Source: an optimization exercise on an open RTL-to-GDS flow (aim: small area). Production flows keep margins and buffers that such runs may drop.
RTL that was checked went through simulation tests only; none was proved equivalent to the original.
The clock port is modelled as an ideal driver; clocking choices that lean on that would not hold on a real chip.

==> 07-28 <==
Design cache, start of the top module:
module cache(
    input clk,
    input reset,
    input i_fetch_valid,
    input i_rfread_valid,
    input [5:0] i_current_pc,
    input i_is_br_instr_rfread,
    input [5:0] i_target_pc,
    output logic [5:0] o_prediction_pc,
	output logic o_prediction_fastcall,
	output logic fastz_d,
	output logic fastz_dd,
	input [15:0] i_ir_rfread
);
Settings: LEC_CHECK=0, CAP_MARGIN=10, CORE_MARGIN=2, CORE_UTILIZATION=75, GPL_TIMING_DRIVEN=0, SLEW_MARGIN=5, SYNTH_HIERARCHICAL=1, SYNTH_MINIMUM_KEEP_SIZE=0; clock period 7.0 ns.
standard.sh (not shown) runs the stock make flow with config.mk's settings and CLKGATE_MAP_FILE= SYNTH_SCRIPT=/design/flow/synth_recipe.tcl, a recipe that flattens the netlist after the stock synthesis.
==> flow/flow/run.sh <==
#!/bin/bash
# Layout flow: the standard ORFS flow (standard.sh) with these changes:
#  - synthesis runs flow/my_synth.tcl, which is synth_recipe.tcl with the ABC
#    logic-mapping script replaced by an area-oriented one (flow/area.abc);
#    registers are mapped by the standard dfflibmap step, as before;
#  - port buffers are buf_1;
#  - the clock tree is built before CTS by flow/clock_tree.tcl when
#    PRE_CTS_TCL is given in flow/extra.txt (clkbuf leaves, one clkbuf root
#    driven by the clock port); TritonCTS is then limited to net clk, which
#    it skips, and adds no dummy loads.
# Extra make variables come one per line from flow/extra.txt (@FLOW@ is
# replaced by this flow folder). ORFS writes each step's log under
# orfs/logs; standard.sh's own output goes to standard.log here.
set -e
F=$PWD/flow
EXTRA=()
[ -f "$F/extra.txt" ] && mapfile -t EXTRA < "$F/extra.txt"
for i in "${!EXTRA[@]}"; do EXTRA[$i]=${EXTRA[$i]//@FLOW@/$F}; done
bash standard.sh \
  SYNTH_SCRIPT=$F/my_synth.tcl \
  MY_ABC_SCRIPT=$F/area.abc \
  "BUFFER_PORTS_ARGS=-buffer_cell sky130_fd_sc_hd__buf_1" \
  "CTS_ARGS=-sink_clustering_enable -repair_clock_nets -dont_use_dummy_load -buf_list sky130_fd_sc_hd__clkbuf_4" \
  "${EXTRA[@]}" \
  finish > standard.log 2>&1
==> flow/flow/clock_tree.tcl <==
# Clock tree built before CTS (PRE_CTS_TCL). The flip-flops are split by
# recursive bisection of their positions into K groups; each group gets a
# leaf buffer (CLOCK_TREE_LEAF) at its centre, and one root buffer
# (CLOCK_TREE_ROOT), the only cell the clock port drives, drives all leaves.
# K starts at ceil(sinks / CLOCK_TREE_GROUP) and grows until every leaf's
# worst sink slew, estimated with placement parasitics, is at most
# CLOCK_TREE_SLEW_PS. TritonCTS then finds the clock already buffered.
set group_max $::env(CLOCK_TREE_GROUP)
set leaf_cell $::env(CLOCK_TREE_LEAF)
set root_cell $::env(CLOCK_TREE_ROOT)
set slew_max_ps $::env(CLOCK_TREE_SLEW_PS)
set block [ord::get_db_block]
set dbu [$block getDbUnitsPerMicron]
set clk_net [$block findNet clk]

proc io_pins {master} {
  set in ""; set out ""
  foreach mt [$master getMTerms] {
    set sig [$mt getSigType]
    if {$sig eq "POWER" || $sig eq "GROUND"} continue
    if {[$mt getIoType] eq "OUTPUT"} { set out [$mt getName] } else { set in [$mt getName] }
  }
  return [list $in $out]
}

# insert a cell driven by net $from that drives the iterms $loads
proc add_driver {cell name net_name from loads x y} {
  set block [ord::get_db_block]
  set dbu [$block getDbUnitsPerMicron]
  set master [[ord::get_db] findMaster $cell]
  lassign [io_pins $master] in out
  set inst [odb::dbInst_create $block $master $name]
  set net [odb::dbNet_create $block $net_name]
  $net setSigType CLOCK
  foreach it $loads { $it disconnect; $it connect $net }
  [$inst findITerm $in] connect $from
  [$inst findITerm $out] connect $net
  $inst setLocation [expr {int($x * $dbu - [$master getWidth] / 2)}] [expr {int($y * $dbu)}]
  $inst setPlacementStatus PLACED
  return $inst
}

# mode 0 cuts across the wider side; modes 1 and 2 alternate, starting with
# a cut across x or across y
proc split_groups {sinks k {mode 0} {depth 0}} {
  if {$k <= 1} { return [list $sinks] }
  set xs [lmap s $sinks {lindex $s 1}]
  set ys [lmap s $sinks {lindex $s 2}]
  set w [expr {[tcl::mathfunc::max {*}$xs] - [tcl::mathfunc::min {*}$xs]}]
  set h [expr {[tcl::mathfunc::max {*}$ys] - [tcl::mathfunc::min {*}$ys]}]
  if {$mode == 0} {
    set idx [expr {$w >= $h ? 1 : 2}]
  } else {
    set idx [expr {($mode + $depth) % 2 == 1 ? 1 : 2}]
  }
  set sorted [lsort -real -index $idx $sinks]
  set k1 [expr {$k / 2}]
  set n1 [expr {int(round([llength $sorted] * double($k1) / $k))}]
  incr depth
  return [concat [split_groups [lrange $sorted 0 [expr {$n1 - 1}]] $k1 $mode $depth] \
                 [split_groups [lrange $sorted $n1 end] [expr {$k - $k1}] $mode $depth]]
}

proc build_tree {sinks k mode} {
  global leaf_cell root_cell clk_net
  set groups [split_groups $sinks $k $mode]
  set leaves {}
  set lx 0.0; set ly 0.0; set i 0
  foreach g $groups {
    set cx [expr {[tcl::mathop::+ {*}[lmap s $g {lindex $s 1}]] / [llength $g]}]
    set cy [expr {[tcl::mathop::+ {*}[lmap s $g {lindex $s 2}]] / [llength $g]}]
    set lx [expr {$lx + $cx}]; set ly [expr {$ly + $cy}]
    puts "clock_tree: leaf $i: [llength $g] sinks at [format %.1f $cx] [format %.1f $cy]"
    set inst [add_driver $leaf_cell clk_leaf_$i clk_leaf_net_$i $clk_net [lmap s $g {lindex $s 0}] $cx $cy]
    lassign [io_pins [$inst getMaster]] in out
    lappend leaves [$inst findITerm $in]
    incr i
  }
  set ng [llength $groups]
  add_driver $root_cell clk_root clk_root_net $clk_net $leaves [expr {$lx / $ng}] [expr {$ly / $ng}]
  return $ng
}

proc remove_tree {ng} {
  global clk_net
  set block [ord::get_db_block]
  for {set i 0} {$i < $ng} {incr i} {
    set net [$block findNet clk_leaf_net_$i]
    foreach it [$net getITerms] {
      if {[[$it getInst] getName] eq "clk_leaf_$i"} continue
      $it disconnect; $it connect $clk_net
    }
    odb::dbInst_destroy [$block findInst clk_leaf_$i]
    odb::dbNet_destroy $net
  }
  odb::dbInst_destroy [$block findInst clk_root]
  odb::dbNet_destroy [$block findNet clk_root_net]
}

# worst sink slew of each leaf (ps), placement parasitics
proc leaf_slews {ng} {
  estimate_parasitics -placement
  set res {}
  for {set i 0} {$i < $ng} {incr i} {
    set worst 0.0
    foreach pin [get_pins -of_objects [get_nets clk_leaf_net_$i] -filter "direction == input"] {
      foreach p {slew_max_rise slew_max_fall} {
        set s [get_property $pin $p]
        if {$s > $worst} { set worst $s }
      }
    }
    lappend res [expr {$worst * 1000}]
  }
  return $res
}

set sinks {}
foreach it [$clk_net getITerms] {
  set bb [[$it getInst] getBBox]
  lappend sinks [list $it [expr {([$bb xMin] + [$bb xMax]) / 2.0 / $dbu}] \
                          [expr {([$bb yMin] + [$bb yMax]) / 2.0 / $dbu}]]
}
set n [llength $sinks]
set k [expr {($n + $group_max - 1) / $group_max}]
set_propagated_clock [all_clocks]
while 1 {
  set best_mode -1; set best_slew 1e9
  foreach mode {0 1 2} {
    set ng [build_tree $sinks $k $mode]
    set slews [leaf_slews $ng]
    set worst [tcl::mathfunc::max {*}$slews]
    puts "clock_tree: $k leaves, grouping $mode: leaf slews (placement estimate, ps): [lmap s $slews {format %.0f $s}]"
    remove_tree $ng
    if {$worst < $best_slew} { set best_slew $worst; set best_mode $mode }
  }
  if {$best_slew <= $slew_max_ps || $k >= $n} break
  incr k
}
puts "clock_tree: $n sinks, $k leaves of $leaf_cell with grouping $best_mode, root $root_cell"
set ng [build_tree $sinks $k $best_mode]
unset_propagated_clock [all_clocks]
==> flow/flow/extra.txt <==
PRE_CTS_TCL=@FLOW@/clock_tree.tcl
CTS_ARGS=-clk_nets clk -repair_clock_nets -dont_use_dummy_load -buf_list sky130_fd_sc_hd__clkbuf_4
CLOCK_TREE_GROUP=12
CLOCK_TREE_LEAF=sky130_fd_sc_hd__clkbuf_4
CLOCK_TREE_ROOT=sky130_fd_sc_hd__clkbuf_8
CLOCK_TREE_SLEW_PS=110
Other scripts of this flow, unchanged in this note and not shown: flow/flow/area.abc, flow/flow/my_synth.tcl
==> 02-26 (differences from 07-28) <==
--- a/flow/design.v
+++ b/flow/design.v
@@ -11,31 +11,33 @@
 	output logic fastz_d,
 	output logic fastz_dd,
 	input [15:0] i_ir_rfread
 );
 	logic [5:0] pc1_n, pc2, pc3, pc_ex;
 	logic br_ex;
 	logic [13:0] ent0, ent1, ent2, ent3, ent4, ent5;
 	wire rst_n;
-	wire [5:0] pc1_n_d, pc2_d;
+	wire [5:0] pc1_n_d, pc2_d, pc_ex_d;
+	wire fetch_n;
 	g_inv u_rst_n (.a(reset), .y(rst_n));
+	g_inv u_fetch_n (.a(i_fetch_valid), .y(fetch_n));
 	genvar k;
 	generate
 		for (k = 0; k < 6; k = k + 1) begin : g_pc
 			g_nand2 u_pc1 (.a(rst_n), .b(i_current_pc[k]), .y(pc1_n_d[k]));
 			g_nor2 u_pc2 (.a(reset), .b(pc1_n[k]), .y(pc2_d[k]));
+			g_a22o u_pc_ex (.a1(pc_ex[k]), .a2(fetch_n), .b1(pc2_d[k]), .b2(i_fetch_valid), .x(pc_ex_d[k]));
 		end
 	endgenerate
 	always_ff @(posedge clk) begin
 		pc1_n <= pc1_n_d;
 		pc2 <= pc2_d;
 		pc3 <= pc2;
-		if (i_fetch_valid)
-			pc_ex <= pc2_d;
+		pc_ex <= pc_ex_d;
 	end
 	wire br_mux_n, br_ex_d;
 	g_mux2i u_br_mux (.s(i_fetch_valid), .a0(br_ex), .a1(i_is_br_instr_rfread), .y(br_mux_n));
 	g_nor2 u_br_rst (.a(reset), .b(br_mux_n), .y(br_ex_d));
 	always_ff @(posedge clk)
 		br_ex <= br_ex_d;
 	wire rec;
 	g_and2 u_rec (.a(i_rfread_valid), .b(br_ex), .y(rec));
@@ -154,16 +156,25 @@
 	assign y = ~(a & b & c);
 endmodule
 module g_nand4(input a, input b, input c, input d, output y);
 	assign y = ~(a & b & c & d);
 endmodule
 module g_a221o(input a1, input a2, input b1, input b2, input c1, output x);
 	assign x = (a1 & a2) | (b1 & b2) | c1;
 endmodule
+module g_and4(input a, input b, input c, input d, output x);
+	assign x = a & b & c & d;
+endmodule
+module g_o22ai(input a1, input a2, input b1, input b2, output y);
+	assign y = ~((a1 | a2) & (b1 | b2));
+endmodule
+module g_a221oi(input a1, input a2, input b1, input b2, input c1, output y);
+	assign y = ~((a1 & a2) | (b1 & b2) | c1);
+endmodule
 module g_mux2i(input s, input a0, input a1, output y);
 	assign y = ~(s ? a1 : a0);
 endmodule
 module g_a21oi(input a1, input a2, input b1, output y);
 	assign y = ~((a1 & a2) | b1);
 endmodule
 module g_a22o(input a1, input a2, input b1, input b2, output x);
 	assign x = (a1 & a2) | (b1 & b2);
@@ -184,17 +195,26 @@
 	g_inv u_l (.a(hold), .y(ld));
 endmodule
 module slot_next(input rec, input prev_v, input call, input z, output v, output ld, output hold);
 	g_nand2 u_v (.a(call), .b(z), .y(v));
 	g_nand4 u_h (.a(rec), .b(prev_v), .c(call), .d(z), .y(hold));
 	g_inv u_l (.a(hold), .y(ld));
 endmodule
 module hit_cmp(input [5:0] p_n, input [5:0] cur, input v, output hit);
-	assign hit = v & ((p_n ^ cur) == 6'b111111);
+	wire [2:0] o, x;
+	genvar j;
+	generate
+		for (j = 0; j < 3; j = j + 1) begin : g_pair
+			g_o22ai u_o (.a1(p_n[2 * j]), .a2(cur[2 * j]), .b1(p_n[2 * j + 1]), .b2(cur[2 * j + 1]), .y(o[j]));
+			g_a221oi u_x (.a1(p_n[2 * j]), .a2(cur[2 * j]), .b1(p_n[2 * j + 1]), .b2(cur[2 * j + 1]),
+				.c1(o[j]), .y(x[j]));
+		end
+	endgenerate
+	g_and4 u_h (.a(x[0]), .b(x[1]), .c(x[2]), .d(v), .x(hit));
 endmodule
 module first_hit(input [5:0] hit, output [5:1] sel, output nohit);
 	wire any4;
 	g_nor2b u_s1 (.a(hit[0]), .b_n(hit[1]), .y(sel[1]));
 	g_nor3b u_s2 (.a(hit[0]), .b(hit[1]), .c_n(hit[2]), .y(sel[2]));
 	g_nor4b u_s3 (.a(hit[0]), .b(hit[1]), .c(hit[2]), .d_n(hit[3]), .y(sel[3]));
 	g_or4 u_a4 (.a(hit[0]), .b(hit[1]), .c(hit[2]), .d(hit[3]), .x(any4));
 	g_nor2b u_s4 (.a(any4), .b_n(hit[4]), .y(sel[4]));
--- a/flow/flow/run.sh
+++ b/flow/flow/run.sh
@@ -1,16 +1,16 @@
 #!/bin/bash
 # Layout flow: the standard ORFS flow (standard.sh) with these changes:
 #  - synthesis runs flow/my_synth.tcl, which is synth_recipe.tcl with the ABC
 #    logic-mapping script replaced by an area-oriented one (flow/area.abc);
 #    registers are mapped by the standard dfflibmap step, as before;
 #  - port buffers are buf_1;
 #  - the clock tree is built before CTS by flow/clock_tree.tcl when
-#    PRE_CTS_TCL is given in flow/extra.txt (clkbuf leaves, one clkbuf root
+#    PRE_CTS_TCL is given in flow/extra.txt (leaf buffers, one root buffer
 #    driven by the clock port); TritonCTS is then limited to net clk, which
 #    it skips, and adds no dummy loads.
 # Extra make variables come one per line from flow/extra.txt (@FLOW@ is
 # replaced by this flow folder). ORFS writes each step's log under
 # orfs/logs; standard.sh's own output goes to standard.log here.
 set -e
 F=$PWD/flow
 EXTRA=()
--- a/flow/flow/clock_tree.tcl
+++ b/flow/flow/clock_tree.tcl
@@ -1,22 +1,26 @@
 # Clock tree built before CTS (PRE_CTS_TCL). The flip-flops are split by
 # recursive bisection of their positions into K groups; each group gets a
 # leaf buffer (CLOCK_TREE_LEAF) at its centre, and one root buffer
 # (CLOCK_TREE_ROOT), the only cell the clock port drives, drives all leaves.
 # K starts at ceil(sinks / CLOCK_TREE_GROUP) and grows until every leaf's
 # worst sink slew, estimated with placement parasitics, is at most
-# CLOCK_TREE_SLEW_PS. TritonCTS then finds the clock already buffered.
+# CLOCK_TREE_SLEW_PS; for each K three bisection orders are tried and the
+# one with the lowest worst estimate is kept. TritonCTS then finds the clock
+# already buffered.
 set group_max $::env(CLOCK_TREE_GROUP)
-set leaf_cell $::env(CLOCK_TREE_LEAF)
-set root_cell $::env(CLOCK_TREE_ROOT)
+# (ORFS sources this file inside a proc, so the procs below read these
+# through the global namespace)
+set leaf_cell [set ::leaf_cell $::env(CLOCK_TREE_LEAF)]
+set root_cell [set ::root_cell $::env(CLOCK_TREE_ROOT)]
 set slew_max_ps $::env(CLOCK_TREE_SLEW_PS)
 set block [ord::get_db_block]
 set dbu [$block getDbUnitsPerMicron]
-set clk_net [$block findNet clk]
+set clk_net [set ::clk_net [$block findNet clk]]
 
 proc io_pins {master} {
   set in ""; set out ""
   foreach mt [$master getMTerms] {
     set sig [$mt getSigType]
     if {$sig eq "POWER" || $sig eq "GROUND"} continue
     if {[$mt getIoType] eq "OUTPUT"} { set out [$mt getName] } else { set in [$mt getName] }
   }
==> flow/flow/extra.txt (replaced) <==
PRE_CTS_TCL=@FLOW@/clock_tree.tcl
CTS_ARGS=-clk_nets clk -repair_clock_nets -dont_use_dummy_load -buf_list sky130_fd_sc_hd__clkbuf_4
CLOCK_TREE_GROUP=12
CLOCK_TREE_LEAF=sky130_fd_sc_hd__buf_4
CLOCK_TREE_ROOT=sky130_fd_sc_hd__buf_4
CLOCK_TREE_SLEW_PS=108
==> impl_metrics.env <==
export IMPL_netlist_area_leader_share=0.529
export IMPL_dpl_cell_area_um2=4190
export IMPL_stop_error="Error: cts.tcl, 6 can't read \"leaf_cell\": no such variable"
export IMPL_syn_avg_cell_area_um2=11.2
export IMPL_syn_area_um2=3970
export IMPL_synth_edf_count=6
export IMPL_stop_stage="4_1_cts"
export IMPL_outcome="did not finish"
Source of the figures above: 07-28

==> impl_metrics.env <==
export IMPL_outcome="finished clean"
export IMPL_dpl_cell_area_um2=4130
export IMPL_synth_edf_count=0
export IMPL_dr_first_iter_drc_count=492
export IMPL_dp_hpwl_mm=6.90
export IMPL_syn_area_um2=3920
export IMPL_synth_common_cells="dfxtp_1 (111), a22o_1 (78), o22ai_1 (25)"
export IMPL_netlist_area_leader_share=0.567
export IMPL_syn_avg_cell_area_um2=11.5
export IMPL_inv_count=19
Source of the figures above: 02-26

The RTL of 07-28 was laid out without a check of its function.

-- static timing again, ports no longer ideal --
Ports are ideal in the flow. The routed layout listed here was re-timed in OpenROAD.
Step 1 assumes that a clkbuf_16 drives the clock port and a buf_2 every other input.
Step 2, shift: input delay + t, output delay - t, t = (earliest + latest rising clock arrival at the registers) / 2. This alone moves slack from input paths to output paths.
Slacks: no drivers / after step 1 / after step 2; pairs: no drivers / after step 1.
run: 02-26
t (ns): 0.406
setup WS [ns]: 0.705 / 0.670 / 0.670
worst hold slack (ns): 0.333 / 0.333 / 0.333
latest minus earliest clock arrival (ns): 0.012 / 0.011
After both steps setup and hold are still met in 02-26. For 02-26, drivers alone change the setup slack by -0.035 ns; drivers and shift together by -0.035 ns.
